What follows belongs to an exercise in optimizing a design on an open flow for small area; a production flow would make more cautious choices. At most, simulation tests tie the RTL to the original design; equivalence was not proved. Function not checked in run 2: the RTL went through the layout flow alone. No run shown here takes its clock network from TritonCTS; it comes from the design's own scripts or RTL. The flow treats the clock pin as an ideal source. Dropping or thinning the clock tree relies on that and would not hold on a real chip. Power figures rest on the tool's default switching activity, not on a simulated workload.

**design/flow/design.v**
```verilog
module weather_box (
	input clk,
	input rst_n,
	output [7:0] led,
	output [9:0] lcd_ram_addr,
	output lcd_ram_en,
	input  [7:0] lcd_ram_data,
	output LCD_RS,
	output LCD_RW,
	output LCD_EN,
	output [7:0] LCD_D
	);
reg r_rst;
reg rst;
reg [15:0] r_t;
wire w_t_low0 = (r_t[14:0] == 15'd0);
wire w_t_zero = w_t_low0 & ~r_t[15];
wire w_t_fb = r_t[15] ^ r_t[13] ^ r_t[12] ^ r_t[10] ^ w_t_low0;
reg r_mode;           
reg [4:0] r_s;        
reg [1:0] r_p;        
reg [7:0] r_data;     
reg r_en;             
localparam P_E = 2'd2;  
localparam P_B = 2'd3;  
localparam P_C = 2'd0;  
localparam P_A = 2'd1;  
wire w_last = (r_s == 5'd31);
wire w_n_long = !r_mode && (r_s == 5'd10 || r_s == 5'd31);          
wire w_n_250  = (!r_mode && r_s == 5'd11) || (r_mode && r_p == P_E);
wire w_n_2000 = r_mode && r_p == P_A && w_last;
wire w_chg = !r_mode ? (r_s == 5'd10 || r_s == 5'd11 || r_s == 5'd30 || r_s == 5'd31)
                     : (r_p == P_E || ((r_p == P_A || r_p == P_C) && w_last));
wire w_end  = w_n_long ? (~r_t[0] & r_t[1] & r_t[2] & r_t[3] & ~r_t[4] & ~r_t[5] & ~r_t[6] & ~r_t[7] & r_t[8] & ~r_t[9] & ~r_t[10] & ~r_t[11] & r_t[12] & r_t[13] & ~r_t[14]) : w_n_250 ? (~r_t[0] & ~r_t[5] & ~r_t[7] & ~r_t[8] & ~r_t[9] & r_t[14]) : w_n_2000 ? (r_t[0] & ~r_t[3] & ~r_t[4] & ~r_t[5] & ~r_t[8] & r_t[9] & r_t[10] & ~r_t[14] & r_t[15]) : r_t[10];
wire w_pre  = w_n_long ? (r_t[0] & r_t[1] & r_t[2] & ~r_t[3] & ~r_t[4] & ~r_t[5] & ~r_t[6] & r_t[7] & ~r_t[8] & ~r_t[9] & ~r_t[10] & r_t[11] & r_t[12] & ~r_t[13] & r_t[14] & r_t[15]) : w_n_250 ? (r_t[0] & r_t[1] & ~r_t[2] & ~r_t[4] & ~r_t[7] & ~r_t[8] & r_t[13]) : w_n_2000 ? (~r_t[0] & ~r_t[2] & ~r_t[3] & ~r_t[4] & r_t[8] & ~r_t[11] & ~r_t[13] & r_t[14] & ~r_t[15]) : r_t[9];
wire w_fall = w_n_long ? (r_t[0] & ~r_t[1] & ~r_t[2] & r_t[3] & r_t[4] & ~r_t[5] & r_t[6] & ~r_t[7] & ~r_t[8] & ~r_t[9] & ~r_t[10] & ~r_t[11] & r_t[12] & ~r_t[13] & r_t[14] & ~r_t[15]) : w_n_250 ? (~r_t[2] & r_t[3] & ~r_t[5] & r_t[6] & ~r_t[13] & r_t[15]) : w_n_2000 ? (~r_t[1] & ~r_t[4] & r_t[5] & ~r_t[11] & r_t[12] & ~r_t[13] & r_t[14] & ~r_t[15]) : r_t[4];
wire w_step = w_end & ~rst;
always @(posedge clk) begin
	r_rst <= rst_n;
	if (!r_rst) begin
		rst <= 1'b1;
		r_t <= 16'h0001;
	end else if (rst && w_t_zero) begin
		rst <= 1'b0;
		r_t <= 16'h0002;
	end else if (w_step) begin
		r_t <= w_chg ? 16'h0001 : 16'h0002;
	end else begin
		r_t <= {r_t[14:0], w_t_fb};
	end
end
always @(posedge clk) begin
	if (rst)
		r_en <= 1'b1;
	else if (w_pre)
		r_en <= 1'b1;
	else if (w_fall)
		r_en <= 1'b0;
end
always @(posedge clk) begin
	if (rst) begin
		r_mode <= 1'b0;
		r_s <= 5'd10;
		r_p <= P_E;
	end else if (w_step) begin
		if (!r_mode) begin
			if (r_s == 5'd31)
				r_mode <= 1'b1;
			r_s <= r_s + 5'd1;
			r_p <= P_E;
		end else begin
			case (r_p)
				P_E: r_p <= P_B;
				P_A: begin r_p <= P_B; r_s <= r_s + 5'd1; end
				P_B: r_p <= P_C;
				default: r_p <= P_A;
			endcase
		end
	end
end
wire [7:0] w_rom;
assign w_rom[0] = (~r_s[0] & r_s[1] & r_s[2] & r_s[4]) | (~r_s[1] & r_s[2] & r_s[3] & r_s[4]) | (r_s[0] & ~r_s[2] & ~r_s[4]) | (~r_s[0] & ~r_s[1] & ~r_s[2] & ~r_s[3]) | (r_s[0] & r_s[1] & ~r_s[2] & ~r_s[3]) | (r_s[0] & ~r_s[1] & r_s[2] & ~r_s[3]);
assign w_rom[1] = (r_s[0] & ~r_s[1] & r_s[2]) | (r_s[0] & r_s[1] & ~r_s[3]) | (r_s[1] & r_s[2] & ~r_s[3]) | (~r_s[0] & r_s[1] & r_s[2] & ~r_s[4]);
assign w_rom[2] = (r_s[0] & ~r_s[1]) | (~r_s[0] & ~r_s[2] & r_s[4]) | (~r_s[0] & r_s[1] & r_s[2]) | (~r_s[2] & ~r_s[3]) | (~r_s[0] & r_s[3] & r_s[4]);
assign w_rom[3] = (~r_s[1] & ~r_s[4]) | (r_s[0] & ~r_s[2] & ~r_s[3]) | (~r_s[0] & r_s[1] & ~r_s[3]) | (~r_s[0] & ~r_s[2] & r_s[3] & r_s[4]) | (r_s[0] & r_s[2] & ~r_s[4]);
assign w_rom[4] = (r_s[0] & r_s[2] & ~r_s[3]) | (~r_s[1] & r_s[2] & r_s[3] & r_s[4]) | (~r_s[0] & ~r_s[1] & ~r_s[4]) | (~r_s[0] & r_s[2] & r_s[3] & r_s[4]);
assign w_rom[5] = (~r_s[3]) | (~r_s[1] & r_s[4]) | (~r_s[0] & r_s[4]) | (~r_s[2] & r_s[4]) | (~r_s[0] & ~r_s[1]);
assign w_rom[6] = (~r_s[2] & ~r_s[3]) | (~r_s[1] & r_s[3] & r_s[4]) | (r_s[1] & ~r_s[3]) | (r_s[0] & ~r_s[3]) | (~r_s[0] & r_s[1] & r_s[2] & r_s[4]) | (r_s[0] & r_s[1] & r_s[2] & ~r_s[4]);
assign w_rom[7] = 1'b0;
reg [7:0] w_d;
always @(*) begin
	if (!r_mode)
		w_d = w_rom;
	else begin
		case (r_p)
			P_E: w_d = 8'h01;
			P_B: w_d = 8'h00;
			P_C: w_d = r_data;
			default: w_d = w_last ? 8'h02 : (r_s == 5'd15) ? 8'hc0 : 8'h00;
		endcase
	end
end
always @(posedge clk)
	if (w_step && r_mode && r_p == P_B)
		r_data <= lcd_ram_data;
assign LCD_D = w_d;
assign LCD_RS = r_mode ? (r_p == P_C) : (r_s >= 5'd15 && r_s <= 5'd30);
assign LCD_RW = 1'b0;
assign LCD_EN = r_en;
assign lcd_ram_en = r_mode;
assign lcd_ram_addr = {5'b00000, r_s};
reg [11:0] r_c;       
reg [7:0] r_x;        
reg [2:0] r_y;        
reg r_half;           
reg [7:0] r_v;        
reg [7:0] r_w;        
reg r_win;            
reg r_first;          
wire w_c_low0 = (r_c[10:0] == 11'd0);
wire w_tick = w_c_low0 & ~r_c[11];
wire w_c_one = w_c_low0 & r_c[11];
wire w_c_fb = r_c[11] ^ r_c[5] ^ r_c[3] ^ r_c[0] ^ w_c_low0;
wire [5:0] w_duty = r_x[7:2];
wire w_x_zero = (r_x == 8'd0);
wire w_restart = w_tick && (r_x[1:0] == 2'd0) && !w_x_zero;
always @(posedge clk) begin
	if (rst) begin
		r_x <= 8'd129;
		r_y <= 3'b001;
		r_half <= 1'b0;
		r_first <= 1'b1;
	end else begin
		if (w_tick) begin
			r_x <= w_x_zero ? 8'd131 : r_x - 8'd1;
			r_y <= {r_y[1:0], ~(r_y[2] & r_y[1])};
		end
		if (w_c_one && r_y[2] && !r_y[1])
			r_half <= ~r_half;
		if (w_restart)
			r_first <= 1'b0;
	end
	r_c <= (rst || w_tick) ? 12'hed1 : {r_c[10:0], w_c_fb};
	r_v <= (rst || w_restart || r_v == 8'd0) ? 8'd254 : r_v - 8'd1;
	r_w <= rst ? 8'h02 : {r_w[6:0], r_w[7] ^ r_w[5] ^ r_w[4] ^ r_w[3]};
	r_win <= !rst && (r_w == 8'h17 || (r_win && r_w[7:1] != 7'd0));
end
wire w_low = (r_v[7:5] == 3'd0);
wire w_v5_zero = (r_v[4:0] == 5'd0);
wire w_v_zero = w_low && w_v5_zero;
wire w_hit55 = (r_v == 8'd55);
wire w_hit0 = r_first ? (r_v == 8'd253) : w_hit55;
wire [4:0] w_d5 = w_duty[4:0];
wire [4:0] w_vd = r_v[4:0] - w_d5;
reg [5:0] r_on;
genvar i;
generate
	for (i = 0; i < 6; i = i + 1) begin : g_led
		wire set = w_low && (w_vd == ((32 - 5 * i) % 32));
		always @(posedge clk)
			r_on[i] <= !rst && w_low && !w_v5_zero && (set || r_on[i]);
		wire special = (i == 0) ? (w_d5 == 5'd0) : (w_duty == 5 * i);
		assign led[i] = r_on[i] || (special && ((i == 0) ? w_hit0 : w_hit55));
	end
endgenerate
assign led[6] = 1'b0;
assign led[7] = r_half && r_win;
endmodule
```
**design/flow/flow/run.sh**
```bash
#!/bin/bash
set -euo pipefail
cat >> config.mk <<CFG
export BUFFER_PORTS_ARGS = -buffer_cell sky130_fd_sc_hd__buf_1
export CTS_ARGS = -sink_clustering_enable -repair_clock_nets -dont_use_dummy_load -buf_list {sky130_fd_sc_hd__clkbuf_8}
export POST_CTS_TCL = $PWD/flow/cts_post.tcl
export MCTS_K = 3
export MCTS_BUF = sky130_fd_sc_hd__clkbuf_16
export SKIP_REPAIR_TIE_FANOUT = 1
CFG
bash standard.sh > standard.log 2>&1
```
**design/flow/flow/cts_post.tcl**
```tcl
# Replace the clock tree that clock_tree_synthesis built with a flat one:
# the clock port drives K leaf buffers, each placed at the centre of a
# group of register clock pins (k-means on their positions).
set K $::env(MCTS_K)
set bufname $::env(MCTS_BUF)
set block [ord::get_db_block]
set clk [$block findNet clk]
# remove the buffers CTS inserted: move their sinks back onto clk
set changed 1
while {$changed} {
  set changed 0
  foreach it [$clk getITerms] {
    set inst [$it getInst]
    if {[[$inst getMaster] isSequential]} { continue }
    set out ""
    foreach t [$inst getITerms] {
      if {[$t isOutputSignal]} { set out [$t getNet] }
    }
    if {$out eq "" || $out eq "NULL"} { continue }
    foreach s [$out getITerms] {
      if {[$s getInst] ne $inst} { $s disconnect; $s connect $clk }
    }
    foreach t [$inst getITerms] { $t disconnect }
    odb::dbInst_destroy $inst
    odb::dbNet_destroy $out
    set changed 1
    break
  }
}
set pts {}
foreach it [$clk getITerms] {
  set inst [$it getInst]
  lassign [$inst getLocation] x y
  lappend pts [list $it $x $y]
}
set n [llength $pts]
puts "manual clock tree: $n sinks"
set sorted [lsort -integer -index 1 $pts]
set cs {}
for {set k 0} {$k < $K} {incr k} {
  set p [lindex $sorted [expr {int(($k + 0.5) * $n / $K)}]]
  lappend cs [list [lindex $p 1] [lindex $p 2]]
}
for {set iter 0} {$iter < 30} {incr iter} {
  set sx [lrepeat $K 0]; set sy [lrepeat $K 0]; set cnt [lrepeat $K 0]
  set asg {}
  foreach p $pts {
    set best 0; set bd 1e18
    for {set k 0} {$k < $K} {incr k} {
      lassign [lindex $cs $k] cx cy
      set d [expr {abs([lindex $p 1] - $cx) + abs([lindex $p 2] - $cy)}]
      if {$d < $bd} { set bd $d; set best $k }
    }
    lappend asg $best
    lset sx $best [expr {[lindex $sx $best] + [lindex $p 1]}]
    lset sy $best [expr {[lindex $sy $best] + [lindex $p 2]}]
    lset cnt $best [expr {[lindex $cnt $best] + 1}]
  }
  for {set k 0} {$k < $K} {incr k} {
    if {[lindex $cnt $k] > 0} {
      lset cs $k [list [expr {[lindex $sx $k] / [lindex $cnt $k]}] [expr {[lindex $sy $k] / [lindex $cnt $k]}]]
    }
  }
}
set master [[ord::get_db] findMaster $bufname]
for {set k 0} {$k < $K} {incr k} {
  set inst [odb::dbInst_create $block $master "clkleaf_$k"]
  set net [odb::dbNet_create $block "clkleaf_net_$k"]
  $net setSigType CLOCK
  [$inst findITerm A] connect $clk
  [$inst findITerm X] connect $net
  lassign [lindex $cs $k] cx cy
  $inst setLocation [expr {int($cx)}] [expr {int($cy)}]
  $inst setPlacementStatus PLACED
  set members 0
  foreach p $pts a $asg {
    if {$a == $k} {
      set it [lindex $p 0]
      $it disconnect
      $it connect $net
      incr members
    }
  }
  puts "clkleaf_$k: $members sinks at $cx $cy"
}
detailed_placement
estimate_parasitics -placement
report_check_types -max_slew -max_capacitance -violators
report_clock_skew
```
**design/flow/standard.sh**
```bash
#!/bin/bash
# synth_recipe.tcl (not shown) runs the flow's synth.tcl, then flattens the netlist and writes it again
# the make line also repeats each setting of config.mk as NAME=value (left out here)
make -C /OpenROAD-flow-scripts/flow DESIGN_CONFIG=/design/flow/config.mk WORK_HOME=/design/flow/orfs CLKGATE_MAP_FILE= SYNTH_SCRIPT=/design/flow/synth_recipe.tcl "${@:-finish}"
```
**design/flow/config.mk**
```make
export PLATFORM = sky130hd
export DESIGN_NAME = weather_box
export DESIGN_NICKNAME = weather_box
export VERILOG_FILES = /design/flow/design.v
export SDC_FILE = /design/flow/constraint.sdc
export NUM_CORES = 4
export LEC_CHECK = 0
export CAP_MARGIN = 20
export CORE_MARGIN = 2
export CORE_UTILIZATION = 40
export SLEW_MARGIN = 20
export BUFFER_PORTS_ARGS = -buffer_cell sky130_fd_sc_hd__buf_1
export CTS_ARGS = -sink_clustering_enable -repair_clock_nets -dont_use_dummy_load -buf_list {sky130_fd_sc_hd__clkbuf_8}
export POST_CTS_TCL = /design/flow/flow/cts_post.tcl
export MCTS_K = 3
export MCTS_BUF = sky130_fd_sc_hd__clkbuf_16
export SKIP_REPAIR_TIE_FANOUT = 1
```
**design/flow/constraint.sdc**
```tcl
create_clock -name core_clock -period 10.0 [get_ports {clk}]
set_input_delay 2.0000 -clock core_clock [delete_from_list [all_inputs] [get_ports {clk}]]
set_output_delay 2.0000 -clock core_clock [all_outputs]
set_load 0.01 [all_outputs]
```
==> flow_summary.yaml, run 1 <==
synthesis:
  async_flop_share: 0
  synthAdderAreaFrac: 0.07062
  syn_area_um2: 4182
  syn_nets: 499
  synthXorXnorAreaFrac: 0.05446
  synth_top_family_by_area: "simple AND/OR/NAND/NOR gates"
  synth_top_area_frac: 0.3591
  synth_simple_gate_area_share: 0.2528
  syn_avg_cell_area_um2: 8.973
  synth-seq-cells: 83
  synth_cells: 466
  yosysMostFrequentCell: "dfxtp_1"
  synthFlopType: "dfxtp_1"
  synth_area_leaders: "dfxtp_1 36%, ha_1 6.6%, edfxtp_1 5.7%, nand2_1 3.6%, xnor2_1 3.6%"
  netlist_top_cells_count: "75 x dfxtp_1, 40 x nand2_1, 38 x nor2_1"
  synth_compound_area_frac: 0.1355
  ys_warn_count: 1
  synth_enable_flop_cells: 8
  yosysTopAreaCell: "dfxtp_1"
  synthMuxAreaShare: 0.01676
  yosysUniqueCellTypes: 63
  yosysSeqAreaShare: 0.4165
power:
  p_switching_w: 0.0001152
  power_frac_seq: 0.662
  p_leak_nw: 1.681
  swShare: 0.2161
  pwr-share-clk: 0.257
  vdd_drop_max_v: 0.00009186
  p_per_area_nw_per_um2: 120.2
  power_frac_comb: 0.081
  p_int_w: 0.0004178
setup_path:
  startpoint_type: "flip-flop"
  arrival_ns: 2.24
  r2r_setup_slack_ns: 6.68
  r2r_cells: 9
  cp_max_fo: 6
  end_kind: "primary output"
  reg2reg_to: "r_t[10]$_SDFF_PP0_"
  crit-reg2reg-launch: "r_s[0]$_SDFFE_PP0P_"
  crit_type: "flip-flop to primary output"
  crit_required_ns: 8.00
finish:
  syn2layout_area_growth_pct: 6.014
  layout.nets: 513
  fillers: 1001
  antenna_cells: 0
  drive_above_1_share: 0.03347
global_routing:
  grt_overflow: 0
  grt_pass1_wl_um: 14750
  grt_max_degree: 34
  grtUsageMet3: 0.02882
  grt_pass1_vias: 3098
  track_usage: 0.1574
  use_met2: 0.2491
  antenna_found_initial: 0
  grt_most_used_layer: "met2"
  grt_util_met1: 0.2209
sta:
  min_period_ns: 4.235
  fin_skew_ns: 0.01606
  fmax_mhz: 236.1
  finalCritPeriodShare: 0.4235
  relSlewSlack: 0.4209
  hold_slack_ns: 0.4350
  hold_viol: 0
  drv_slew: 0
  tightest_slew_ns: 0.8675
  setup_violations: 0
  grt_setup_unrepaired: "false"
  final.setup.tns_ns: 0
clock_network:
  clk_latency_ns: 0.17
  clk_pin_slew_ns: 0.11
  clock_sinks: 83
place:
  place.gp.congestion: 0.8690
  io_buffer_count: 32
  dpl.hpwl_um: 6219
min_path:
  hp-class: "flip-flop to flip-flop"
  min_from: "r_rst$_DFF_P_"
  hold_depth: 1
  hold_end: "rst$_SDFFE_PN1P_"
drt:
  drc: 0
  ant_nets: 0
  finalWirelength_um: 8547
  dr.first_iter.drc_count: 155
  num_vias: 3315
  routedWlPerCell_um: 13.92
  viasPerCell: 5.399
  dr.pass1.iters: 4
floorplanning:
  die_w_um: 106.2
  initial_core_util: 0.4087
  fp.dieArea_um2: 11290
  core_area_um2: 10230
  core.rowCount: 37
  die_height_um: 106.2
  io_pins: 40
run_status:
  outcome: "timing/DRC/antenna clean"
job:
  max-cap-violations: 0
[logic make-up after synthesis]
kind of cell,count (synthesis)
flops,83
fa+ha+maj,23
compound gates,81
mux,7
other cells,1
buf+inv,49
xor+xnor,26
simple gates,196
[worst max-delay path by stage]
stage | cells after the start | end | slack [ns] | from
after global routing | 6 | led[3] | 5.64 | r_v[1]$_SDFF_PP1_
after floorplan | 7 | LCD_D[0] | 6.22 | r_s[2]$_SDFFE_PP0P_
after global placement | 6 | led[3] | 6.01 | r_v[1]$_SDFF_PP1_
after detailed placement | 6 | led[3] | 5.96 | r_v[1]$_SDFF_PP1_
final | 6 | led[3] | 5.76 | r_v[1]$_SDFF_PP1_
[layer usage]
metal / wire, µm / part of all wire
met1: 4166 / 0.49
met2: 3855 / 0.45
met3: 401 / 0.047
met4: 123 / 0.014
met5: 0 / 0
[critical path: stages (launching register included)]
cell	delay, ns
dfxtp_1	0.46
ha_1	0.18
or4b_2	0.64
nor4_1	0.28
and3_1	0.23
a31o_2	0.16
buf_1	0.14
[cell usage in the layout (no fill, tap or decap), types with 3 or more instances in the layout]
master      n
o21a_1      4
nor2b_1    15
mux2i_1     7
nand2_1    40
buf_1      32
o21ai_0    15
nor3_1     13
nor3b_1     3
o22ai_1     3
xnor2_1    17
ha_1       22
xor2_1      9
nand2b_1    4
a221oi_1    3
a41o_1      4
nor2_1     38
a21oi_1    15
nand3b_1    3
and3_1      7
o31ai_1     3
a31oi_1     8
and2_1     16
or3_1       7
nand4_1     5
nand3_1    16
clkbuf_16   3
a31o_2      3
a211oi_1    5
nor4b_1     4
inv_1      24
a21o_1      5
edfxtp_1    8
nor4_1      9
dfxtp_1    75
[power by group through the flow]
| stage | clock network [W] | registers (W) | logic (W) |
|---|---|---|---|
| 2_1_floorplan | 0 | 0.000359 | 0.0000361 |
| 5_1_grt | 0.000155 | 0.000354 | 0.0000496 |
| 6_report | 0.000137 | 0.000353 | 0.0000434 |
| 3_5_place_dp | 0 | 0.000360 | 0.0000438 |
| 3_3_place_gp | 0 | 0.000360 | 0.0000430 |
[layout make-up]
type / count / area (µm²) / share of cell area
Tap cell: 136 / 170.2 / 0.03839
Timing Repair Buffer: 34 / 135.1 / 0.03048
Inverter: 24 / 90.09 / 0.02032
Sequential cell: 83 / 1742 / 0.3929
Buffer: 3 / 75.07 / 0.01693
Multi-Input combinational cell: 334 / 2221 / 0.5010
[per-stage QoR]
| stage | instance area [µm²] | util | instances | total power (W) | setup slack, ns |
|---|---|---|---|---|---|
| 3_5_place_dp | 4358 | 0.4260 | 611 | 0.0004039 | 5.963 |
| 3_3_place_gp | 4358 | 0.4260 | 611 | 0.0004029 | 6.007 |
| 2_1_floorplan | 4182 | - | 466 | 0.0003948 | 6.218 |
| 5_1_grt | 4433 | 0.4333 | 614 | 0.0005593 | 5.641 |
| 6_report | 4433 | 0.4333 | 614 | 0.0005330 | 5.765 |
[registers in the layout, summed over array words and instances (netlist names), 2 cells and up]
register	count
r_on	6
r_c	12
r_s	5
r_data	8
r_w	8
r_t	16
r_x	8
r_v	8
r_p	2
r_y	3
==> run 2: changes to the inputs <==
--- a/design/flow/design.v
+++ b/design/flow/design.v
@@ -146,21 +146,17 @@
 	r_win <= !rst && (r_w == 8'h17 || (r_win && r_w[7:1] != 7'd0));
 end
 wire w_low = (r_v[7:5] == 3'd0);
-wire w_v5_zero = (r_v[4:0] == 5'd0);
-wire w_v_zero = w_low && w_v5_zero;
 wire w_hit55 = (r_v == 8'd55);
 wire w_hit0 = r_first ? (r_v == 8'd253) : w_hit55;
 wire [4:0] w_d5 = w_duty[4:0];
-wire [4:0] w_vd = r_v[4:0] - w_d5;
-reg [5:0] r_on;
+wire signed [6:0] w_sd = $signed({2'b00, r_v[4:0]}) - $signed({2'b00, w_d5});
 genvar i;
 generate
 	for (i = 0; i < 6; i = i + 1) begin : g_led
-		wire set = w_low && (w_vd == ((32 - 5 * i) % 32));
-		always @(posedge clk)
-			r_on[i] <= !rst && w_low && !w_v5_zero && (set || r_on[i]);
+		wire b = (w_d5 < 5 * i);
+		wire normal = b ? (w_sd < 32 - 5 * i) : (w_sd < -5 * i);
 		wire special = (i == 0) ? (w_d5 == 5'd0) : (w_duty == 5 * i);
-		assign led[i] = r_on[i] || (special && ((i == 0) ? w_hit0 : w_hit55));
+		assign led[i] = (w_low && normal) || (special && ((i == 0) ? w_hit0 : w_hit55));
 	end
 endgenerate
 assign led[6] = 1'b0;
==> flow_summary.yaml, run 2 <==
finish:
  fillers: 1018
  largest-register: "r_t"
  final_common_cell: "dfxtp_1"
  largest_reg_flops: 16
  multi_input_area_um2: 2302
  layout.nets: 519
  antenna_cells: 0
  final_util: 0.4291
  syn2layout_area_growth_pct: 5.375
  sequential_cell_area_um2: 1622
  drive_above_1_share: 0.03106
  reg_top3: "r_t (16), r_c (12)"
  layout_common_cells: "69 x dfxtp_1, 40 x nor2_1, 37 x nand2_1"
synthesis:
  netlist_top_cells_count: "69 x dfxtp_1, 40 x nor2_1, 37 x nand2_1"
  yosysSeqAreaShare: 0.3892
  synth-seq-cells: 77
  yosysTopAreaCell: "dfxtp_1"
  synth_top_area_frac: 0.3315
  synthFlopType: "dfxtp_1"
  yosysMostFrequentCell: "dfxtp_1"
  synth_cells: 474
  syn_nets: 508
  syn_area_um2: 4166
  async_flop_share: 0
  synth_area_leaders: "dfxtp_1 33%, ha_1 6.9%, edfxtp_1 5.8%, nor2_1 3.6%, xnor2_1 3.4%"
  ys_warn_count: 1
  yosysUniqueCellTypes: 72
  synth_enable_flop_cells: 8
  syn_avg_cell_area_um2: 8.790
global_routing:
  grt_most_used_layer: "met2"
  grt_util_met1: 0.2260
  grtUsageMet3: 0.02330
  grt_max_degree: 35
  grt_pass1_wl_um: 14930
  track_usage: 0.1583
  antenna_found_initial: 0
  use_met2: 0.2498
  grt_pass1_vias: 3175
  grt_overflow: 0
min_path:
  hp-class: "flip-flop to flip-flop"
floorplanning:
  die_height_um: 106.1
  die_w_um: 106.1
  fp.dieArea_um2: 11250
  initial_core_util: 0.4072
  core.rowCount: 37
  core_area_um2: 10230
  io_pins: 40
sta:
  hold_viol: 0
  min_period_ns: 4.879
  final.setup.tns_ns: 0
  tightest_slew_ns: 0.8293
  grt_setup_unrepaired: "false"
  fmax_mhz: 205.0
  setup_violations: 0
  relSlewSlack: 0.4464
  finalCritPeriodShare: 0.4879
  fin_skew_ns: 0.03647
  drv_slew: 0
setup_path:
  critPathMaxStageDelay_ns: 0.52
  crit_required_ns: 8.00
  crit_chain: "ha_1 -> inv_1 -> fa_1 -> a21o_1 -> a21oi_1 -> xor2_1 -> o31ai_1 -> maj3_1 -> o21ai_0 -> buf_1"
  r2r_setup_slack_ns: 6.78
  startpoint_type: "flip-flop"
  cp_slowest_cell: "dfxtp_1"
  crit_type: "flip-flop to primary output"
  end_kind: "primary output"
  arrival_ns: 2.88
  cp_max_fo: 9
power:
  fin_total_pwr_w: 0.0005030
  vdd_drop_max_v: 0.00008174
  p_per_area_nw_per_um2: 114.6
  p_leak_nw: 1.599
run_status:
  outcome: "timing/DRC/antenna clean"
clock_network:
  clk_latency_ns: 0.18
  clock_sinks: 77
  clk_pin_slew_ns: 0.12
place:
  dpl.hpwl_um: 6441
  place.gp.congestion: 0.9147
  io_buffer_count: 32
job:
  max-cap-violations: 0
drt:
  ant_nets: 0
  viasPerCell: 5.370
  routedWlPerCell_um: 14.00
  drc: 0
  num_vias: 3324
  finalWirelength_um: 8669
  dr.first_iter.drc_count: 251
  dr.pass1.iters: 4
## run 2: changes by cell type after synthesis, sizes merged, moves of 3 or more
cell    previous run  this run
a41o               4         1
clkbuf            12        16
o211ai             0         6
nor2b             15        12
nand2             40        37
mux2i              7         4
a21oi             15        22
and4               1         4
dfxtp             75        69
nand3             17        20
nor3              13        16
## run 2: path summary, 6_finish.rpt
path	start	end	depth (start not counted)
max	r_x[2]$_SDFFE_PP0P_	led[4]	10
min	r_c[8]$_SDFF_PP0_	r_c[9]$_SDFF_PP1_	1
max reg2reg	r_s[2]$_SDFFE_PP0P_	r_t[2]$_SDFF_PP0_	9
min reg2reg	r_c[8]$_SDFF_PP0_	r_c[9]$_SDFF_PP1_	1
## run 2: kinds of logic after synthesis
family | share of synthesized area
multiplexers | 0.009610
XOR/XNOR | 0.05045
AO/OA/AOI/OAI | 0.1589
other | 0.0009000
AND/OR/NAND/NOR | 0.2541
buffers and inverters | 0.05826
flip-flops | 0.3892
adder cells (fa/ha/maj) | 0.07868
## run 2: power by group
group	switching (W)	internal [W]
Clock	0.0000760	0.0000552
Combinational	0.0000237	0.0000174
Sequential	0.00000984	0.000321
Total	0.000110	0.000393
## run 2: metal layers
layer  vias up  routed length, µm
li1       1706                  -
met1      1544               4322
met2        72               3917
met3         2                372
met4         0                 57
met5         -                  0
## run 2: through the flow
step                std cells  hold WS (ns)  setup WS, ns  cell area, µm²
floorplan                 474        0.3959         5.651            4167
global placement          616        0.4234         5.413            4315
detailed placement        616        0.4255         5.343            4315
global route              619        0.4791         4.951            4390
finish                    619        0.4533         5.121            4390
## run 2: worst max-delay path, delay by kind of cell (launching register included)
family	cells	cell delay, ns
buffers and inverters	2	0.24
AO/OA/AOI/OAI	4	0.65
XOR/XNOR	1	0.34
adder cells (fa/ha/maj)	3	0.97
flip-flops	1	0.52
## run 2: final cells by class
cell class              instances  area share
inverters                      23     0.01966
multi-input cells             346      0.5244
well taps                     136     0.03876
plain buffers                   3     0.01710
repair buffers                 34     0.03078
flip-flops and latches         77      0.3693
==> run 3: changes to the inputs <==
--- a/design/flow/design.v
+++ b/design/flow/design.v
@@ -146,17 +146,21 @@
 	r_win <= !rst && (r_w == 8'h17 || (r_win && r_w[7:1] != 7'd0));
 end
 wire w_low = (r_v[7:5] == 3'd0);
+wire w_v5_zero = (r_v[4:0] == 5'd0);
+wire w_v_zero = w_low && w_v5_zero;
 wire w_hit55 = (r_v == 8'd55);
 wire w_hit0 = r_first ? (r_v == 8'd253) : w_hit55;
 wire [4:0] w_d5 = w_duty[4:0];
-wire signed [6:0] w_sd = $signed({2'b00, r_v[4:0]}) - $signed({2'b00, w_d5});
+wire [4:0] w_vd = r_v[4:0] - w_d5;
+reg [5:0] r_on;
 genvar i;
 generate
 	for (i = 0; i < 6; i = i + 1) begin : g_led
-		wire b = (w_d5 < 5 * i);
-		wire normal = b ? (w_sd < 32 - 5 * i) : (w_sd < -5 * i);
+		wire set = w_low && (w_vd == ((32 - 5 * i) % 32));
+		always @(posedge clk)
+			r_on[i] <= !rst && w_low && !w_v5_zero && (set || r_on[i]);
 		wire special = (i == 0) ? (w_d5 == 5'd0) : (w_duty == 5 * i);
-		assign led[i] = (w_low && normal) || (special && ((i == 0) ? w_hit0 : w_hit55));
+		assign led[i] = r_on[i] || (special && ((i == 0) ? w_hit0 : w_hit55));
 	end
 endgenerate
 assign led[6] = 1'b0;
--- a/design/flow/flow/run.sh
+++ b/design/flow/flow/run.sh
@@ -1,4 +1,12 @@
 #!/bin/bash
+# Layout: the standard flow (standard.sh; its make output goes to
+# standard.log and each ORFS step logs under orfs/logs), with these changes
+# to how the layout is built:
+#  - the port buffers use the smallest buffer (buf_1);
+#  - after clock tree synthesis, flow/cts_post.tcl replaces the tree with
+#    the clock port driving 3 leaf buffers (sky130_fd_sc_hd__clkbuf_16), one per group of nearby
+#    registers (no dummy loads);
+#  - one tie cell drives all the constant outputs.
 set -euo pipefail
 cat >> config.mk <<CFG
 export BUFFER_PORTS_ARGS = -buffer_cell sky130_fd_sc_hd__buf_1
==> flow_summary.yaml, run 3 <==
run_status:
  outcome: "timing/DRC/antenna clean"
global_routing:
  track_usage: 0.1574
  antenna_found_initial: 0
  grt_pass1_wl_um: 14750
  grt_pass1_vias: 3098
  grt_overflow: 0
  grt_max_degree: 34
setup_path:
  startpoint_type: "flip-flop"
  crit_required_ns: 8.00
  arrival_ns: 2.24
  end_kind: "primary output"
  startpoint: "r_v[1]$_SDFF_PP1_"
  crit-reg2reg-launch: "r_s[0]$_SDFFE_PP0P_"
  crit_type: "flip-flop to primary output"
  cp_max_fo: 6
  r2r_setup_slack_ns: 6.68
floorplanning:
  core.rowCount: 37
  core_area_um2: 10230
  io_pins: 40
  initial_core_util: 0.4087
  die_height_um: 106.2
  die_w_um: 106.2
  fp.dieArea_um2: 11290
place:
  dpl.hpwl_um: 6219
  place.gp.congestion: 0.8690
  io_buffer_count: 32
sta:
  relSlewSlack: 0.4209
  min_period_ns: 4.235
  hold_slack_ns: 0.4350
  final.setup.tns_ns: 0
  setup_violations: 0
  hold_viol: 0
  tightest_slew_ns: 0.8675
  drv_slew: 0
  fmax_mhz: 236.1
  fin_skew_ns: 0.01606
  grt_setup_unrepaired: "false"
  finalCritPeriodShare: 0.4235
drt:
  ant_nets: 0
  dr.pass1.iters: 4
  dr.first_iter.drc_count: 155
  drc: 0
  num_vias: 3315
  routedWlPerCell_um: 13.92
  finalWirelength_um: 8547
  viasPerCell: 5.399
power:
  vdd_drop_max_v: 0.00009186
  p_per_area_nw_per_um2: 120.2
  p_leak_nw: 1.681
synthesis:
  yosysTopAreaCell: "dfxtp_1"
  synthFlopType: "dfxtp_1"
  synth_simple_gate_area_share: 0.2528
  netlist_top_cells_count: "75 x dfxtp_1, 40 x nand2_1, 38 x nor2_1"
  syn_avg_cell_area_um2: 8.973
  synth_top_family_by_area: "simple AND/OR/NAND/NOR gates"
  syn_nets: 499
  async_flop_share: 0
  synth_top_area_frac: 0.3591
  synth_enable_flop_cells: 8
  synthXorXnorAreaFrac: 0.05446
  synth_area_leaders: "dfxtp_1 36%, ha_1 6.6%, edfxtp_1 5.7%, nand2_1 3.6%, xnor2_1 3.6%"
  ys_warn_count: 1
  synthMuxAreaShare: 0.01676
  synthAdderAreaFrac: 0.07062
  syn_area_um2: 4182
  synth_compound_area_frac: 0.1355
  yosysUniqueCellTypes: 63
  synth_cells: 466
  synth-seq-cells: 83
  yosysMostFrequentCell: "dfxtp_1"
  yosysSeqAreaShare: 0.4165
finish:
  antenna_cells: 0
  final_common_cell: "dfxtp_1"
  final_util: 0.4333
  largest-register: "r_t"
  largest_reg_flops: 16
  layout_common_cells: "75 x dfxtp_1, 40 x nand2_1, 38 x nor2_1"
  reg_top3: "r_t (16), r_c (12)"
  drive_above_1_share: 0.03347
  layout.nets: 513
  syn2layout_area_growth_pct: 6.014
job:
  max-cap-violations: 0
min_path:
  min_from: "r_rst$_DFF_P_"
  hp-class: "flip-flop to flip-flop"
clock_network:
  clk_pin_slew_ns: 0.11
  clk_latency_ns: 0.17
  clock_sinks: 83
[run 3: worst max-delay path, stage by stage, from the launching register on]
cell	delay [ns]
dfxtp_1	0.46
ha_1	0.18
or4b_2	0.64
nor4_1	0.28
and3_1	0.23
a31o_2	0.16
buf_1	0.14
[run 3: worst paths after layout]
kind / to / depth (start not counted)
setup reg to reg: r_t[10]$_SDFF_PP0_ / 9
hold / removal: rst$_SDFFE_PN1P_ / 1
hold reg to reg: rst$_SDFFE_PN1P_ / 1
setup / recovery: led[3] / 6
[run 3: final cells by class]
class                   instances  area, µm²
well taps                     136      170.2
repair buffers                 34      135.1
multi-input cells             334       2221
inverters                      24      90.09
fillers                      1001       5798
flip-flops and latches         83       1742
plain buffers                   3      75.07
[run 3: logic make-up (layout without fill, tap and decap cells)]
| family | Yosys count | count (layout) |
|---|---|---|
| and+or+nand+nor | 196 | 196 |
| buffers and inverters | 49 | 61 |
| adders and majority gates | 23 | 23 |
| AOI/OAI and AO/OA | 81 | 81 |
| other | 1 | 1 |
| DFF | 83 | 83 |
| muxes | 7 | 7 |
| xor gates and xnor gates | 26 | 26 |
[run 3: metrics by stage]
stage	setup slack (ns)	total power (W)	std cells	instance area, µm²
2_1_floorplan	6.218	0.0003948	466	4182
3_3_place_gp	6.007	0.0004029	611	4358
3_5_place_dp	5.963	0.0004039	611	4358
5_1_grt	5.641	0.0005593	614	4433
6_report	5.765	0.0005330	614	4433
[run 3: layer usage]
layer,up-vias,global-route usage,wire [µm]
li1,1656,-,-
met1,1571,0.2209,4166
met2,75,0.2491,3855
met3,13,0.02882,401
met4,0,0.04135,123
met5,-,0,0
[run 3: report_power, final]
part / internal [W] / switching, W / leakage, nW / total [W]
logic: 0.0000176 / 0.0000257 / 0.964 / 0.0000434
clock network: 0.0000555 / 0.0000814 / 0.0370 / 0.000137
registers: 0.000345 / 0.00000798 / 0.681 / 0.000353
==> run 4: changes to the inputs <==
==> design/flow/flow/run.sh (replaced) <==
#!/bin/bash
set -euo pipefail
cat >> config.mk <<CFG
export BUFFER_PORTS_ARGS = -buffer_cell sky130_fd_sc_hd__buf_1
export CTS_ARGS = -sink_clustering_enable -repair_clock_nets -dont_use_dummy_load -buf_list {sky130_fd_sc_hd__clkbuf_8}
export POST_CTS_TCL = $PWD/flow/cts_post.tcl
export PRE_RESIZE_TCL = $PWD/flow/downsize.tcl
export MCTS_K = 3
export MCTS_BUF = sky130_fd_sc_hd__clkbuf_16
export SKIP_REPAIR_TIE_FANOUT = 1
CFG
bash standard.sh > standard.log 2>&1
==> design/flow/flow/downsize.tcl (new file) <==
# Before repair_design: give every combinational cell the smallest drive
# strength of its kind (timing has ample slack); repair_design then fixes
# any slew or capacitance limit this breaks.
set db [ord::get_db]
set n 0
foreach inst [[ord::get_db_block] getInsts] {
  set m [$inst getMaster]
  set name [$m getName]
  if {[$m isSequential]} { continue }
  if {![regexp {^(sky130_fd_sc_hd__[a-z0-9]+)_([0-9]+)$} $name -> base drv]} { continue }
  if {$drv <= 1} { continue }
  if {[string match *clkbuf* $base] || [string match *conb* $base]} { continue }
  foreach k {0 1 2} {
    if {$k >= $drv} { break }
    set nm [$db findMaster ${base}_$k]
    if {$nm ne "NULL" && $nm ne ""} {
      $inst swapMaster $nm
      incr n
      break
    }
  }
}
puts "downsized $n cells"
--- a/design/flow/config.mk
+++ b/design/flow/config.mk
@@ -12,6 +12,7 @@
 export BUFFER_PORTS_ARGS = -buffer_cell sky130_fd_sc_hd__buf_1
 export CTS_ARGS = -sink_clustering_enable -repair_clock_nets -dont_use_dummy_load -buf_list {sky130_fd_sc_hd__clkbuf_8}
 export POST_CTS_TCL = /design/flow/flow/cts_post.tcl
+export PRE_RESIZE_TCL = /design/flow/flow/downsize.tcl
 export MCTS_K = 3
 export MCTS_BUF = sky130_fd_sc_hd__clkbuf_16
 export SKIP_REPAIR_TIE_FANOUT = 1
==> flow_summary.yaml, run 4 <==
setup_path:
  crit_required_ns: 8.00
  cp_slowest_cell: "dfxtp_1"
  critPathMaxStageDelay_ns: 0.55
  critPathBufInv: 2
  arrival_ns: 2.17
  crit_chain: "inv_1 -> ha_1 -> nor2b_1 -> a211o_1 -> a221oi_1 -> o22ai_1 -> buf_1"
  crit_family: "compound AO/OA/AOI/OAI gates"
  crit_cells: 7
  r2r_cells: 9
  end_kind: "primary output"
  crit-reg2reg-launch: "r_s[0]$_SDFFE_PP0P_"
  startpoint_type: "flip-flop"
  cp_max_fo: 11
  startpoint: "r_s[0]$_SDFFE_PP0P_"
  crit_type: "flip-flop to primary output"
finish:
  largest-register: "r_t"
  final_area_um2: 4402
  antenna_cells: 0
  final_util: 0.4302
  final_cells: 614
  largest_reg_flops: 16
  syn2layout_area_growth_pct: 5.266
  drive_above_1_share: 0.01046
  layout_common_cells: "75 x dfxtp_1, 40 x nand2_1, 39 x nor2_1"
  final_common_cell: "dfxtp_1"
  layout.nets: 513
  reg_top3: "r_t (16), r_c (12)"
  fillers: 1006
synthesis:
  synth_area_leaders: "dfxtp_1 36%, ha_1 6.6%, edfxtp_1 5.7%, nand2_1 3.6%, xnor2_1 3.6%"
  synthFlopType: "dfxtp_1"
  syn_nets: 499
  async_flop_share: 0
  netlist_top_cells_count: "75 x dfxtp_1, 40 x nand2_1, 38 x nor2_1"
  ys_warn_count: 1
  synth_enable_flop_cells: 8
  synth_top_area_frac: 0.3591
  syn_avg_cell_area_um2: 8.973
  yosysSeqAreaShare: 0.4165
  yosysTopAreaCell: "dfxtp_1"
  yosysMostFrequentCell: "dfxtp_1"
  synth_cells: 466
  synth-seq-cells: 83
  yosysUniqueCellTypes: 63
  syn_area_um2: 4182
drt:
  num_vias: 3322
  ant_nets: 0
  drc: 0
  finalWirelength_um: 8486
  dr.first_iter.drc_count: 190
  dr.pass1.iters: 4
  routedWlPerCell_um: 13.82
  viasPerCell: 5.410
global_routing:
  grt_util_met1: 0.2151
  use_met2: 0.2527
  antenna_found_initial: 0
  grtUsageMet3: 0.03433
  grt_max_degree: 34
  grt_pass1_wl_um: 14800
  grt_overflow: 0
  grt_most_used_layer: "met2"
  track_usage: 0.1579
  grt_pass1_vias: 3152
floorplanning:
  die_w_um: 106.2
  fp.dieArea_um2: 11290
  io_pins: 40
  initial_core_util: 0.4087
  core.rowCount: 37
  die_height_um: 106.2
  core_area_um2: 10230
power:
  fin_total_pwr_w: 0.0005297
  power_frac_seq: 0.665
  pwr-share-clk: 0.256
  p_leak_nw: 1.670
  swShare: 0.2137
  p_switching_w: 0.0001132
  power_frac_comb: 0.079
  p_per_area_nw_per_um2: 120.3
  vdd_drop_max_v: 0.00008471
  p_int_w: 0.0004165
sta:
  fmax_mhz: 239.7
  grt_setup_unrepaired: "false"
  setup_violations: 0
  fin_skew_ns: 0.01192
  relSlewSlack: 0.3852
  hold_viol: 0
  drv_slew: 0
  min_period_ns: 4.171
  finalCritPeriodShare: 0.4171
  final.setup.tns_ns: 0
  tightest_slew_ns: 0.9160
min_path:
  hold_depth: 1
  min_from: "r_rst$_DFF_P_"
  hp-class: "flip-flop to flip-flop"
place:
  io_buffer_count: 32
  placedInstanceArea_um2: 4322
  placedCellCount: 611
  place.gp.congestion: 0.8690
  dpl.hpwl_um: 6225
clock_network:
  clk_pin_slew_ns: 0.11
  clock_sinks: 83
  clk_latency_ns: 0.17
job:
  max-cap-violations: 0
run_status:
  outcome: "timing/DRC/antenna clean"
run 4: final timing paths:
kind	to	slack, ns
worst min register to register	rst$_SDFFE_PN1P_	0.44
worst max-delay path	LCD_D[0]	5.83
worst max register to register	r_t[14]$_SDFF_PP0_	6.60
worst min-delay path	rst$_SDFFE_PN1P_	0.44
run 4: kinds of logic after synthesis:
| logic type | share of synthesized area |
|---|---|
| AOI/OAI and AO/OA | 0.1356 |
| xor gates and xnor gates | 0.05446 |
| DFF | 0.4165 |
| adders and majority gates | 0.07062 |
| other | 0.0008968 |
| and+or+nand+nor | 0.2528 |
| buffers and inverters | 0.05236 |
| muxes | 0.01676 |
run 4: worst reg2reg max path, delay by kind of cell, from the launching register on:
kind            cells  cell delay (ns)
flops               1             0.55
compound gates      2             0.81
fa+ha+maj           2             0.59
simple gates        5             1.40
run 4: metal layers:
layer	part of all wire	wire, µm	vias to the layer above
li1	-	-	1659
met1	0.48	4059	1569
met2	0.46	3864	83
met3	0.052	444	11
met4	0.014	118	0
met5	0	0	-
run 4: power groups by stage:
stage / clock network (W) / registers, W / logic (W)
finish: 0.000136 / 0.000353 / 0.0000416
floorplan: 0 / 0.000359 / 0.0000361
global placement: 0 / 0.000360 / 0.0000430
detailed placement: 0 / 0.000360 / 0.0000419
global route: 0.000154 / 0.000354 / 0.0000478
run 4: cell type report:
class                           instances  area [µm²]  area share
Buffer                                  3       75.07     0.01706
Inverter                               24       90.09     0.02047
Multi-Input combinational cell        334        2196      0.4989
Sequential cell                        83        1742      0.3957
Tap cell                              136       170.2     0.03866
Timing Repair Buffer                   34       128.9     0.02928
run 4: stage by stage:
stage	worst slack [ns]	hold slack, ns
after detailed placement	6.050	0.4036
final	5.829	0.4418
after floorplan	6.218	0.3793
after global placement	6.007	0.3939
after global routing	5.662	0.4785
==> run 5: changes to the inputs <==
--- a/design/flow/design.v
+++ b/design/flow/design.v
@@ -21,10 +21,10 @@
 reg [1:0] r_p;        
 reg [7:0] r_data;     
 reg r_en;             
-localparam P_E = 2'd2;  
-localparam P_B = 2'd3;  
+localparam P_E = 2'd3;  
+localparam P_B = 2'd1;  
 localparam P_C = 2'd0;  
-localparam P_A = 2'd1;  
+localparam P_A = 2'd2;  
 wire w_last = (r_s == 5'd31);
 wire w_n_long = !r_mode && (r_s == 5'd10 || r_s == 5'd31);          
 wire w_n_250  = (!r_mode && r_s == 5'd11) || (r_mode && r_p == P_E);
@@ -146,21 +146,17 @@
 	r_win <= !rst && (r_w == 8'h17 || (r_win && r_w[7:1] != 7'd0));
 end
 wire w_low = (r_v[7:5] == 3'd0);
-wire w_v5_zero = (r_v[4:0] == 5'd0);
-wire w_v_zero = w_low && w_v5_zero;
 wire w_hit55 = (r_v == 8'd55);
 wire w_hit0 = r_first ? (r_v == 8'd253) : w_hit55;
 wire [4:0] w_d5 = w_duty[4:0];
-wire [4:0] w_vd = r_v[4:0] - w_d5;
-reg [5:0] r_on;
+wire [5:0] w_u = {1'b1, r_v[4:0]} - {1'b0, w_d5};
 genvar i;
 generate
 	for (i = 0; i < 6; i = i + 1) begin : g_led
-		wire set = w_low && (w_vd == ((32 - 5 * i) % 32));
-		always @(posedge clk)
-			r_on[i] <= !rst && w_low && !w_v5_zero && (set || r_on[i]);
+		wire b = (w_d5 < 5 * i);
+		wire normal = b ? (w_u < 64 - 5 * i) : (w_u < 32 - 5 * i);
 		wire special = (i == 0) ? (w_d5 == 5'd0) : (w_duty == 5 * i);
-		assign led[i] = r_on[i] || (special && ((i == 0) ? w_hit0 : w_hit55));
+		assign led[i] = (w_low && normal) || (special && ((i == 0) ? w_hit0 : w_hit55));
 	end
 endgenerate
 assign led[6] = 1'b0;
==> flow_summary.yaml, run 5 <==
synthesis:
  netlist_top_cells_count: "69 x dfxtp_1, 41 x nand2_1, 38 x nor2_1"
  yosysSeqAreaShare: 0.3894
  synth_cells: 473
  synth-seq-cells: 77
  synth_top_area_frac: 0.3317
  syn_avg_cell_area_um2: 8.803
  syn_area_um2: 4164
  ys_warn_count: 1
  synth_enable_flop_cells: 8
  syn_nets: 503
  synthFlopType: "dfxtp_1"
  synth_area_leaders: "dfxtp_1 33%, edfxtp_1 5.8%, ha_1 5.7%, xnor2_1 4.0%, nand2_1 3.7%"
  yosysMostFrequentCell: "dfxtp_1"
  yosysUniqueCellTypes: 69
  yosysTopAreaCell: "dfxtp_1"
  async_flop_share: 0
finish:
  multi_input_area_um2: 2256
  sequential_cell_area_um2: 1622
  antenna_cells: 0
  drive_above_1_share: 0.008282
  layout.nets: 515
  final_area_um2: 4330
  layout_common_cells: "69 x dfxtp_1, 41 x nand2_1, 40 x nor2_1"
  fillers: 1002
  final_util: 0.4233
  largest_reg_flops: 16
  largest-register: "r_t"
  final_common_cell: "dfxtp_1"
  syn2layout_area_growth_pct: 3.996
  reg_top3: "r_t (16), r_c (12)"
drt:
  num_vias: 3371
  dr.pass1.iters: 5
  drc: 0
  viasPerCell: 5.446
  dr.first_iter.drc_count: 188
  finalWirelength_um: 8462
  ant_nets: 0
  routedWlPerCell_um: 13.67
floorplanning:
  initial_core_util: 0.4070
  fp.dieArea_um2: 11240
  core.rowCount: 37
  die_w_um: 106.0
  io_pins: 40
  core_area_um2: 10230
  die_height_um: 106.0
setup_path:
  cp_max_fo: 7
  critPathBufInv: 2
  startpoint_type: "flip-flop"
  critPathMaxStageDelay_ns: 0.52
  crit_family: "compound AO/OA/AOI/OAI gates"
  end_kind: "primary output"
  crit_required_ns: 8.00
  r2r_setup_slack_ns: 6.53
  crit_type: "flip-flop to primary output"
  arrival_ns: 2.74
  cpMostUsedCell: "or3_1"
  cp_slowest_cell: "a2111oi_0"
  crit_chain: "inv_1 -> ha_1 -> nor2b_1 -> o21a_1 -> or3_1 -> a2111oi_0 -> o221a_1 -> or3_1 -> buf_1"
clock_network:
  clk_latency_ns: 0.17
  clk_pin_slew_ns: 0.08
  clock_sinks: 77
sta:
  grt_setup_unrepaired: "false"
  fmax_mhz: 210.9
  final.setup.tns_ns: 0
  finalCritPeriodShare: 0.4743
  hold_slack_ns: 0.4421
  fin_skew_ns: 0.02023
  min_period_ns: 4.743
  drv_slew: 0
  hold_viol: 0
  relSlewSlack: 0.4076
  setup_violations: 0
  tightest_slew_ns: 0.8818
power:
  fin_total_pwr_w: 0.0005243
  p_leak_nw: 1.532
  p_per_area_nw_per_um2: 121.1
  vdd_drop_max_v: 0.00008544
min_path:
  hp-class: "flip-flop to flip-flop"
global_routing:
  antenna_found_initial: 0
  grt_overflow: 0
  grt_max_degree: 33
  track_usage: 0.1574
  grt_pass1_vias: 3242
  grt_pass1_wl_um: 14860
run_status:
  outcome: "timing/DRC/antenna clean"
place:
  io_buffer_count: 32
  place.gp.congestion: 0.8690
  placedInstanceArea_um2: 4255
  dpl.hpwl_um: 6007
job:
  max-cap-violations: 0
run 5: changes by cell type after synthesis, sizes merged, moves of 4 or more:
| cell | change |
|---|---|
| nor3 | +5 |
| nand3 | -5 |
| and2 | +5 |
| dfxtp | -6 |
| inv | -4 |
| o211ai | +6 |
| nor2b | -5 |
| or3 | +4 |
run 5: stage by stage:
stage,setup slack (ns),cells
2_1_floorplan,5.792,473
3_3_place_gp,5.485,616
3_5_place_dp,5.464,616
5_1_grt,5.017,619
6_report,5.257,619
run 5: cell type report:
class	count	share of cell area
buffer	3	0.01734
multi-input combinational	348	0.5209
inverter	20	0.01734
sequential	77	0.3745
tap	136	0.03929
timing repair buffer	35	0.03063
run 5: worst paths after layout:
| path | from | end | depth (start not counted) |
|---|---|---|---|
| setup / recovery | r_x[3]$_SDFFE_PP0P_ | led[3] | 9 |
| hold / removal | r_c[8]$_SDFF_PP0_ | r_c[9]$_SDFF_PP1_ | 1 |
| setup reg to reg | r_s[0]$_SDFFE_PP0P_ | r_data[7]$_DFFE_PP_ | 9 |
| hold reg to reg | r_c[8]$_SDFF_PP0_ | r_c[9]$_SDFF_PP1_ | 1 |
run 5: cells by family (layout without fill, tap and decap cells):
group | count (synthesis) | after routing | synth area share
DFF | 77 | 77 | 0.3894
AOI/OAI and AO/OA | 97 | 97 | 0.1671
adders and majority gates | 20 | 20 | 0.06190
buffers and inverters | 48 | 58 | 0.05469
muxes | 4 | 4 | 0.009616
and+or+nand+nor | 199 | 199 | 0.2596
other | 1 | 1 | 0.0009006
xor gates and xnor gates | 27 | 27 | 0.05679
run 5: power breakdown:
| group | switching, W | internal (W) |
|---|---|---|
| Sequential | 0.0000119 | 0.000324 |
| Combinational | 0.0000344 | 0.0000225 |
| Clock | 0.0000760 | 0.0000552 |
| Total | 0.000122 | 0.000402 |
run 5: metal layers:
| metal | wire length, µm | up-vias | GRT usage |
|---|---|---|---|
| met4 | 138 | 0 | 0.05075 |
| li1 | - | 1710 | - |
| met2 | 3988 | 96 | 0.2604 |
| met5 | 0 | - | 0 |
| met1 | 3996 | 1552 | 0.2144 |
| met3 | 339 | 13 | 0.01901 |
==> run 6: changes to the inputs <==
--- a/design/flow/design.v
+++ b/design/flow/design.v
@@ -21,10 +21,10 @@
 reg [1:0] r_p;        
 reg [7:0] r_data;     
 reg r_en;             
-localparam P_E = 2'd3;  
-localparam P_B = 2'd1;  
+localparam P_E = 2'd2;  
+localparam P_B = 2'd3;  
 localparam P_C = 2'd0;  
-localparam P_A = 2'd2;  
+localparam P_A = 2'd1;  
 wire w_last = (r_s == 5'd31);
 wire w_n_long = !r_mode && (r_s == 5'd10 || r_s == 5'd31);          
 wire w_n_250  = (!r_mode && r_s == 5'd11) || (r_mode && r_p == P_E);
@@ -146,17 +146,21 @@
 	r_win <= !rst && (r_w == 8'h17 || (r_win && r_w[7:1] != 7'd0));
 end
 wire w_low = (r_v[7:5] == 3'd0);
+wire w_v5_zero = (r_v[4:0] == 5'd0);
+wire w_v_zero = w_low && w_v5_zero;
 wire w_hit55 = (r_v == 8'd55);
 wire w_hit0 = r_first ? (r_v == 8'd253) : w_hit55;
 wire [4:0] w_d5 = w_duty[4:0];
-wire [5:0] w_u = {1'b1, r_v[4:0]} - {1'b0, w_d5};
+wire [4:0] w_vd = r_v[4:0] - w_d5;
+reg [5:0] r_on;
 genvar i;
 generate
 	for (i = 0; i < 6; i = i + 1) begin : g_led
-		wire b = (w_d5 < 5 * i);
-		wire normal = b ? (w_u < 64 - 5 * i) : (w_u < 32 - 5 * i);
+		wire set = w_low && (w_vd == ((32 - 5 * i) % 32));
+		always @(posedge clk)
+			r_on[i] <= !rst && w_low && !w_v5_zero && (set || r_on[i]);
 		wire special = (i == 0) ? (w_d5 == 5'd0) : (w_duty == 5 * i);
-		assign led[i] = (w_low && normal) || (special && ((i == 0) ? w_hit0 : w_hit55));
+		assign led[i] = r_on[i] || (special && ((i == 0) ? w_hit0 : w_hit55));
 	end
 endgenerate
 assign led[6] = 1'b0;
==> design/flow/flow/run.sh (replaced) <==
#!/bin/bash
# Layout: the standard flow (standard.sh; its make output goes to
# standard.log and each ORFS step logs under orfs/logs), with these changes
# to how the layout is built:
#  - the port buffers use the smallest buffer (buf_1);
#  - before repair_design, flow/downsize.tcl gives each combinational cell
#    the smallest drive strength of its kind (repair_design fixes any limit
#    this breaks);
#  - after clock tree synthesis, flow/cts_post.tcl replaces the tree with
#    the clock port driving 3 leaf buffers (sky130_fd_sc_hd__clkbuf_16), each feeding one group of
#    nearby registers;
#  - one tie cell drives all the constant outputs.
set -euo pipefail
cat >> config.mk <<CFG
export BUFFER_PORTS_ARGS = -buffer_cell sky130_fd_sc_hd__buf_1
export CTS_ARGS = -sink_clustering_enable -repair_clock_nets -dont_use_dummy_load -buf_list {sky130_fd_sc_hd__clkbuf_8}
export PRE_RESIZE_TCL = $PWD/flow/downsize.tcl
export POST_CTS_TCL = $PWD/flow/cts_post.tcl
export MCTS_K = 3
export MCTS_BUF = sky130_fd_sc_hd__clkbuf_16
export SKIP_REPAIR_TIE_FANOUT = 1
CFG
bash standard.sh > standard.log 2>&1
--- a/design/flow/config.mk
+++ b/design/flow/config.mk
@@ -11,8 +11,8 @@
 export SLEW_MARGIN = 20
 export BUFFER_PORTS_ARGS = -buffer_cell sky130_fd_sc_hd__buf_1
 export CTS_ARGS = -sink_clustering_enable -repair_clock_nets -dont_use_dummy_load -buf_list {sky130_fd_sc_hd__clkbuf_8}
+export PRE_RESIZE_TCL = /design/flow/flow/downsize.tcl
 export POST_CTS_TCL = /design/flow/flow/cts_post.tcl
-export PRE_RESIZE_TCL = /design/flow/flow/downsize.tcl
 export MCTS_K = 3
 export MCTS_BUF = sky130_fd_sc_hd__clkbuf_16
 export SKIP_REPAIR_TIE_FANOUT = 1
==> flow_summary.yaml, run 6 <==
sta:
  relSlewSlack: 0.3852
  grt_setup_unrepaired: "false"
  finalCritPeriodShare: 0.4171
  fmax_mhz: 239.7
  setup_ws_ns: 5.829
  min_period_ns: 4.171
  drv_slew: 0
  setup_violations: 0
  tightest_slew_ns: 0.9160
  final.setup.tns_ns: 0
  fin_skew_ns: 0.01192
  hold_viol: 0
place:
  io_buffer_count: 32
  place_ws_ns: 6.050
  place.gp.congestion: 0.8690
  dpl.hpwl_um: 6225
setup_path:
  crit_required_ns: 8.00
  r2r_setup_slack_ns: 6.60
  cp_slowest_cell: "dfxtp_1"
  cp_max_fo: 11
  crit_family: "compound AO/OA/AOI/OAI gates"
  crit_chain: "inv_1 -> ha_1 -> nor2b_1 -> a211o_1 -> a221oi_1 -> o22ai_1 -> buf_1"
  crit_type: "flip-flop to primary output"
  critPathMaxStageDelay_ns: 0.55
  startpoint_type: "flip-flop"
  end_kind: "primary output"
  critPathBufInv: 2
  arrival_ns: 2.17
synthesis:
  synthFlopType: "dfxtp_1"
  yosysTopAreaCell: "dfxtp_1"
  synth-seq-cells: 83
  yosysSeqAreaShare: 0.4165
  synth_area_leaders: "dfxtp_1 36%, ha_1 6.6%, edfxtp_1 5.7%, nand2_1 3.6%, xnor2_1 3.6%"
  syn_avg_cell_area_um2: 8.973
  netlist_top_cells_count: "75 x dfxtp_1, 40 x nand2_1, 38 x nor2_1"
  yosysUniqueCellTypes: 63
  syn_nets: 499
  syn_area_um2: 4182
  yosysMostFrequentCell: "dfxtp_1"
  synth_top_area_frac: 0.3591
  synth_cells: 466
  async_flop_share: 0
  ys_warn_count: 1
  synth_enable_flop_cells: 8
finish:
  layout_common_cells: "75 x dfxtp_1, 40 x nand2_1, 39 x nor2_1"
  final_common_cell: "dfxtp_1"
  largest_reg_flops: 16
  sequential_cell_area_um2: 1742
  fillers: 1006
  antenna_cells: 0
  largest-register: "r_t"
  syn2layout_area_growth_pct: 5.266
  drive_above_1_share: 0.01046
  reg_top3: "r_t (16), r_c (12)"
  multi_input_area_um2: 2196
  layout.nets: 513
power:
  p_int_w: 0.0004165
  p_switching_w: 0.0001132
  pwr-share-clk: 0.256
  p_leak_nw: 1.670
  power_frac_comb: 0.079
  vdd_drop_max_v: 0.00008471
  power_frac_seq: 0.665
  swShare: 0.2137
  p_per_area_nw_per_um2: 120.3
global_routing:
  grt_overflow: 0
  antenna_found_initial: 0
  grt_max_degree: 34
  grt_pass1_vias: 3152
  track_usage: 0.1579
  grt_pass1_wl_um: 14800
run_status:
  outcome: "timing/DRC/antenna clean"
job:
  max-cap-violations: 0
floorplanning:
  die_w_um: 106.2
  core.rowCount: 37
  initial_core_util: 0.4087
  die_height_um: 106.2
  fp.dieArea_um2: 11290
  io_pins: 40
  core_area_um2: 10230
clock_network:
  clk_latency_ns: 0.17
  clock_sinks: 83
  clk_pin_slew_ns: 0.11
drt:
  dr.first_iter.drc_count: 190
  viasPerCell: 5.410
  ant_nets: 0
  dr.pass1.iters: 4
  num_vias: 3322
  drc: 0
  routedWlPerCell_um: 13.82
  finalWirelength_um: 8486
min_path:
  hp-class: "flip-flop to flip-flop"
run 6: cell types whose count changed in the layout (fill, tap and decap cells not counted), moves of 4 or more:
cell	change
o21ai_0	-4
or3_1	-4
nand3_1	+5
inv_1	+4
and2_1	-5
dfxtp_1	+6
nor3_1	-5
nor2b_1	+5
o211ai_1	-6
run 6: power groups by stage:
stage / Combinational (W) / Sequential (W) / Clock (W)
floorplan: 0.0000361 / 0.000359 / 0
global placement: 0.0000430 / 0.000360 / 0
detailed placement: 0.0000419 / 0.000360 / 0
global route: 0.0000478 / 0.000354 / 0.000154
finish: 0.0000416 / 0.000353 / 0.000136
run 6: cell families after synthesis:
| kind of cell | share of synthesized area |
|---|---|
| compound gates | 0.1356 |
| xor+xnor | 0.05446 |
| fa+ha+maj | 0.07062 |
| buf+inv | 0.05236 |
| flops | 0.4165 |
| mux | 0.01676 |
| other cells | 0.0008968 |
| simple gates | 0.2528 |
run 6: worst reg2reg max path, delay by kind of cell (launching register included):
family	cells	cell delay, ns
and+or+nand+nor	5	1.40
adders and majority gates	2	0.59
DFF	1	0.55
AOI/OAI and AO/OA	2	0.81
run 6: per-stage QoR:
step | std cells | utilization | hold slack, ns | instance area (µm²) | power [W]
2_1_floorplan | 466 | - | 0.3793 | 4182 | 0.0003948
3_3_place_gp | 611 | 0.4260 | 0.3939 | 4358 | 0.0004029
3_5_place_dp | 611 | 0.4224 | 0.4036 | 4322 | 0.0004019
5_1_grt | 614 | 0.4302 | 0.4785 | 4402 | 0.0005563
6_report | 614 | 0.4302 | 0.4418 | 4402 | 0.0005297
run 6: cell type report:
class / instances / share of cell area
well taps: 136 / 0.03866
inverters: 24 / 0.02047
plain buffers: 3 / 0.01706
multi-input cells: 334 / 0.4989
flip-flops and latches: 83 / 0.3957
repair buffers: 34 / 0.02928
run 6: metal layers:
metal,track usage,share of wire,up-vias
li1,-,-,1659
met1,0.2151,0.48,1569
met2,0.2527,0.46,83
met3,0.03433,0.052,11
met4,0.04323,0.014,0
met5,0,0,-
run 6: path summary, 6_finish.rpt:
check | startpoint | to | cells past startpoint
worst max-delay path | r_s[0]$_SDFFE_PP0P_ | LCD_D[0] | 7
worst max register to register | r_s[0]$_SDFFE_PP0P_ | r_t[14]$_SDFF_PP0_ | 9
worst min register to register | r_rst$_DFF_P_ | rst$_SDFFE_PN1P_ | 1
worst min-delay path | r_rst$_DFF_P_ | rst$_SDFFE_PN1P_ | 1

## re-timing with driven ports
In the flow no input, the clock included, has a driving cell. The finished layouts below were timed again as built, in two steps.
Step 1 sets driving cells, clkbuf_16 on the clock port and buf_2 on the other inputs (assumed; they add their load-dependent delay and slew).
Step 2 times the ports against the registers' clock, not the clock port: input delays grow and output delays shrink by t, the midpoint of the rising clock arrivals with the driver on.
a / b / c = ideal / step 1 / step 2; a / b = the first two.
| run | t (ns) | setup WS [ns] | worst hold slack (ns) | worst setup path after step 2 | worst register clock-pin slew, ns |
|---|---|---|---|---|---|
| run 1 | 0.228 | 5.765 / 5.699 / 5.927 | 0.435 / 0.435 / 0.435 | register to output | 0.11 / 0.11 |
| run 2 | 0.222 | 5.121 / 5.058 / 5.280 | 0.453 / 0.453 / 0.453 | register to output | 0.12 / 0.12 |
| run 3 | 0.228 | 5.765 / 5.699 / 5.927 | 0.435 / 0.435 / 0.435 | register to output | 0.11 / 0.11 |
| run 4 | 0.227 | 5.829 / 5.762 / 5.989 | 0.442 / 0.442 / 0.442 | register to output | 0.11 / 0.11 |
| run 5 | 0.224 | 5.257 / 5.191 / 5.414 | 0.442 / 0.442 / 0.442 | register to output | 0.11 / 0.11 |
| run 6 | 0.227 | 5.829 / 5.762 / 5.989 | 0.442 / 0.442 / 0.442 | register to output | 0.11 / 0.11 |
After both steps every run listed still meets setup and hold.
